This design comes from an exercise in tuning for small area, a short achievable clock period and few clock cycles on the open sky130 flow, not from production work.
In this exercise RTL edits were held to simulation tests only and were not proved equivalent to the original.

Design exu, start of the top module:
module exu(
	input wire clk,
	input wire rstn,
	input wire [19:0] ex_sig,
	input wire [31:0] ex_src1,
	input wire [31:0] ex_src2,
	input wire ex_out_valid,
	output reg [31:0] ex_result,
	output wire [2:0] ex_exception,
	output reg ex_in_valid
	);
	assign ex_exception = 3'd0;
	reg st_mul, st_fa1, st_fa2, st_dneg, st_dnorm, st_diter, st_dfix,
	    st_x0, st_lm1, st_lm2;
	wire idle = ~(st_mul | st_fa1 | st_fa2 | st_dneg | st_dnorm | st_diter |
	              st_dfix | st_x0 | st_lm1 | st_lm2);
	reg ph_sq, ph_m1;      
	reg [32:0] MA;         
	reg [31:0] A, B, Q;
	reg [32:0] P;
	reg [12:0] X;
	reg [7:0] EY0, EY1;
	reg SY, SWP, F1, FSUB, SGL;
	reg [4:0] cnt;
	reg sA, sB;
	reg o_fdiv, o_div, o_rem, o_sdiv;
	reg SIGX, SIGD;
	reg [4:0] osel;        
	reg os_cmp, os_sg, R0;
	wire [31:0] i1 = ex_src1;
	wire [31:0] i2 = ex_src2;
	wire eq31 = i1[30:0] == i2[30:0];
	wire lt31 = i1[30:0] < i2[30:0];
	wire gt31 = ~lt31 & ~eq31;
  ...
Size: ~5700 cells after synthesis, roughly 220 flip-flops, roughly 120 I/O pins, about 44000 sq um of cells after synthesis.
export LEC_CHECK = 0
export ABC_CLOCK_PERIOD_IN_PS = 5000
export CAP_MARGIN = 30
export CORE_MARGIN = 2
export CORE_UTILIZATION = 45
export SETUP_SLACK_MARGIN = 4.5
export SLEW_MARGIN = 30
export TNS_END_PERCENT = 10
create_clock -name core_clock -period 10.0 [get_ports {clk}]
run.sh (not shown) runs the stock make flow with config.mk's settings and CLKGATE_MAP_FILE= SYNTH_SCRIPT=/design/flow/synth_recipe.tcl, a recipe that flattens the netlist after the stock synthesis.
The first run completed with no timing, DRC or antenna violations.
Testbench counts at the start, summed over its fixed seeds: cycles 123,756.
Change:
CORE_UTILIZATION = 50   (was 45)
PLACE_DENSITY = 0.7   (was default)
SETUP_SLACK_MARGIN = 4   (was 4.5)
Utilization is higher by 4.8 points. Setup slack degrades by 0.20 ns. Wire length is lower by 0.84%. Cell count is lower by 2.4%. Worst hold slack improves by 0.032 ns. Die area is lower by 9.9%. Area after synthesis does not change.
Change:
CORE_UTILIZATION = 45   (was 50)
PLACE_DENSITY = default   (was 0.7)
TNS_END_PERCENT = 0   (was 10)
The new run completed without violations.
Final area goes down by 1.6%.
Global-route usage goes down by 5.4 points.
Setup slack improved by 0.15 ns.
Change:
TNS_END_PERCENT = 10   (was 0)
The changed run completed without violations.
Via count increases slightly.
First-iteration DRC count decreases by a few percent.
Hold slack improves by 0.0048 ns.

========
Setup of run E:
exu, a different RTL version from the one above (not shown whole).
Size: ~6000 cells after synthesis, roughly 220 flip-flops, ~120 I/O pins, roughly 45000 sq um of cells after synthesis.
Settings: LEC_CHECK=0, ABC_CLOCK_PERIOD_IN_PS=5000, CAP_MARGIN=30, CORE_MARGIN=2, CORE_UTILIZATION=45, SETUP_SLACK_MARGIN=4, SLEW_MARGIN=30, TNS_END_PERCENT=0; clock period 10.0 ns.
standard.sh (not shown) runs the stock make flow with config.mk's settings and CLKGATE_MAP_FILE= SYNTH_SCRIPT=/design/flow/synth_recipe.tcl, a recipe that flattens the netlist after the stock synthesis.
==> flow/flow/run.sh <==
#!/bin/bash
# The standard layout (standard.sh: ORFS synthesis to finish, unchanged
# scripts and settings), with two changes to how the layout is made:
#  - port buffers are buf_2 cells (buffer_ports otherwise picks the slow
#    clkdlybuf4s50 delay cell for every input and output port);
#  - the resizer may swap cells of different footprints when it repairs
#    timing (the platform sets MATCH_CELL_FOOTPRINT = 1).
# make's full output goes to orfs_make.log in the work folder; ORFS keeps
# each tool's log under orfs/logs/.
set -euo pipefail
bash standard.sh MATCH_CELL_FOOTPRINT=0 "BUFFER_PORTS_ARGS=-buffer_cell sky130_fd_sc_hd__buf_2" finish > orfs_make.log 2>&1
Testbench counts of run E, summed over its fixed seeds: cycles 122,462.
The inputs of run B differ from those of run E as listed below.
- TNS_END_PERCENT now 10, was 0
==> flow/run.sh (new file) <==
#!/bin/bash
# synth_recipe.tcl (not shown) runs the flow's synth.tcl, then flattens the netlist and writes it again
# the make line also repeats each setting of config.mk as NAME=value (left out here)
make -C /OpenROAD-flow-scripts/flow DESIGN_CONFIG=/design/flow/config.mk WORK_HOME=/design/flow/orfs CLKGATE_MAP_FILE= SYNTH_SCRIPT=/design/flow/synth_recipe.tcl finish
removed: flow/flow/run.sh
removed: flow/standard.sh
Compared with run E, in run B final area climbed about 3.7%, worst max-slew margin expressed relative to the limit went down by 5.3 points, final cell count without fillers went up by 79, global-route usage went up by 3.3 points.

========
Starting RTL as in the previous note.
clock: 10.0 ns
lec_check: 0
abc_clock_period_in_ps: 5000
cap_margin: 30
core_margin: 2
core_utilization: 45
setup_slack_margin: 4
slew_margin: 30
tns_end_percent: 0
run.sh (not shown) runs the stock make flow with config.mk's settings and CLKGATE_MAP_FILE= SYNTH_SCRIPT=/design/flow/synth_recipe.tcl, a recipe that flattens the netlist after the stock synthesis.
Stock flow here: none of the scripts above is used.
Testbench counts at the start, summed over its fixed seeds: cycles 122,462.
Then changed:
==> flow/flow/run.sh (new file) <==
#!/bin/bash
# The standard layout (standard.sh: ORFS synthesis to finish, unchanged
# scripts and settings), with two changes to how the layout is made:
#  - port buffers are buf_2 cells (buffer_ports otherwise picks the slow
#    clkdlybuf4s50 delay cell for every input and output port);
#  - the resizer may swap cells of different footprints when it repairs
#    timing (the platform sets MATCH_CELL_FOOTPRINT = 1).
# make's full output goes to orfs_make.log in the work folder; ORFS keeps
# each tool's log under orfs/logs/.
set -euo pipefail
bash standard.sh MATCH_CELL_FOOTPRINT=0 "BUFFER_PORTS_ARGS=-buffer_cell sky130_fd_sc_hd__buf_2" finish > orfs_make.log 2>&1
==> flow/standard.sh (new file) <==
#!/bin/bash
# synth_recipe.tcl (not shown) runs the flow's synth.tcl, then flattens the netlist and writes it again
# the make line also repeats each setting of config.mk as NAME=value (left out here)
make -C /OpenROAD-flow-scripts/flow DESIGN_CONFIG=/design/flow/config.mk WORK_HOME=/design/flow/orfs CLKGATE_MAP_FILE= SYNTH_SCRIPT=/design/flow/synth_recipe.tcl "${@:-finish}"
- TNS_END_PERCENT: 0 -> 10
removed: flow/run.sh
- via count decreases by 1.2%
- non-clock buffer count decreases by 31
- worst setup slack hardly moves
- first-iteration DRC count increases by 4.8%
- design area decreases by 2.1%

port drivers added, routing unchanged:
No port has a modelled driver above. Below, the same layouts with a new extraction and two added sets of constraints. Step 1: set_driving_cell puts a clkbuf_16 on clk and a buf_2 on each other input, an assumption about the parent block. Step 2 also shifts input and output timing later by t, the mid clock arrival at the registers, as if the neighbouring blocks saw the same clock. a / b / c = ideal ports / drivers / drivers and shift; a / b = the first two.
| run | t, ns | slack for setup (ns) | worst data-port slew with drivers (ns) |
|---|---|---|---|
| the first run of note 1 | 0.703 | 3.756 / 3.756 / 3.589 | 0.06 |
| the second run of note 1 | 0.706 | 3.561 / 3.561 / 3.551 | 0.05 |
| the third run of note 1 | 0.711 | 3.713 / 3.713 / 3.434 | 0.05 |
| the fourth run of note 1 | 0.709 | 3.821 / 3.821 / 3.327 | 0.05 |
| run E | 0.672 | 3.704 / 3.704 / 3.637 | 0.04 |
| run B | 0.678 | 3.808 / 3.808 / 3.573 | 0.04 |
| the first run of note 3 | 0.680 | 3.777 / 3.777 / 3.588 | 0.04 |
| the second run of note 3 | 0.657 | 3.778 / 3.778 / 3.688 | 0.04 |
After both steps setup and hold are still met in every run listed. For the fourth run of note 1, which loses most, drivers alone change the setup slack by 0.000 ns; drivers and shift together by -0.494 ns.
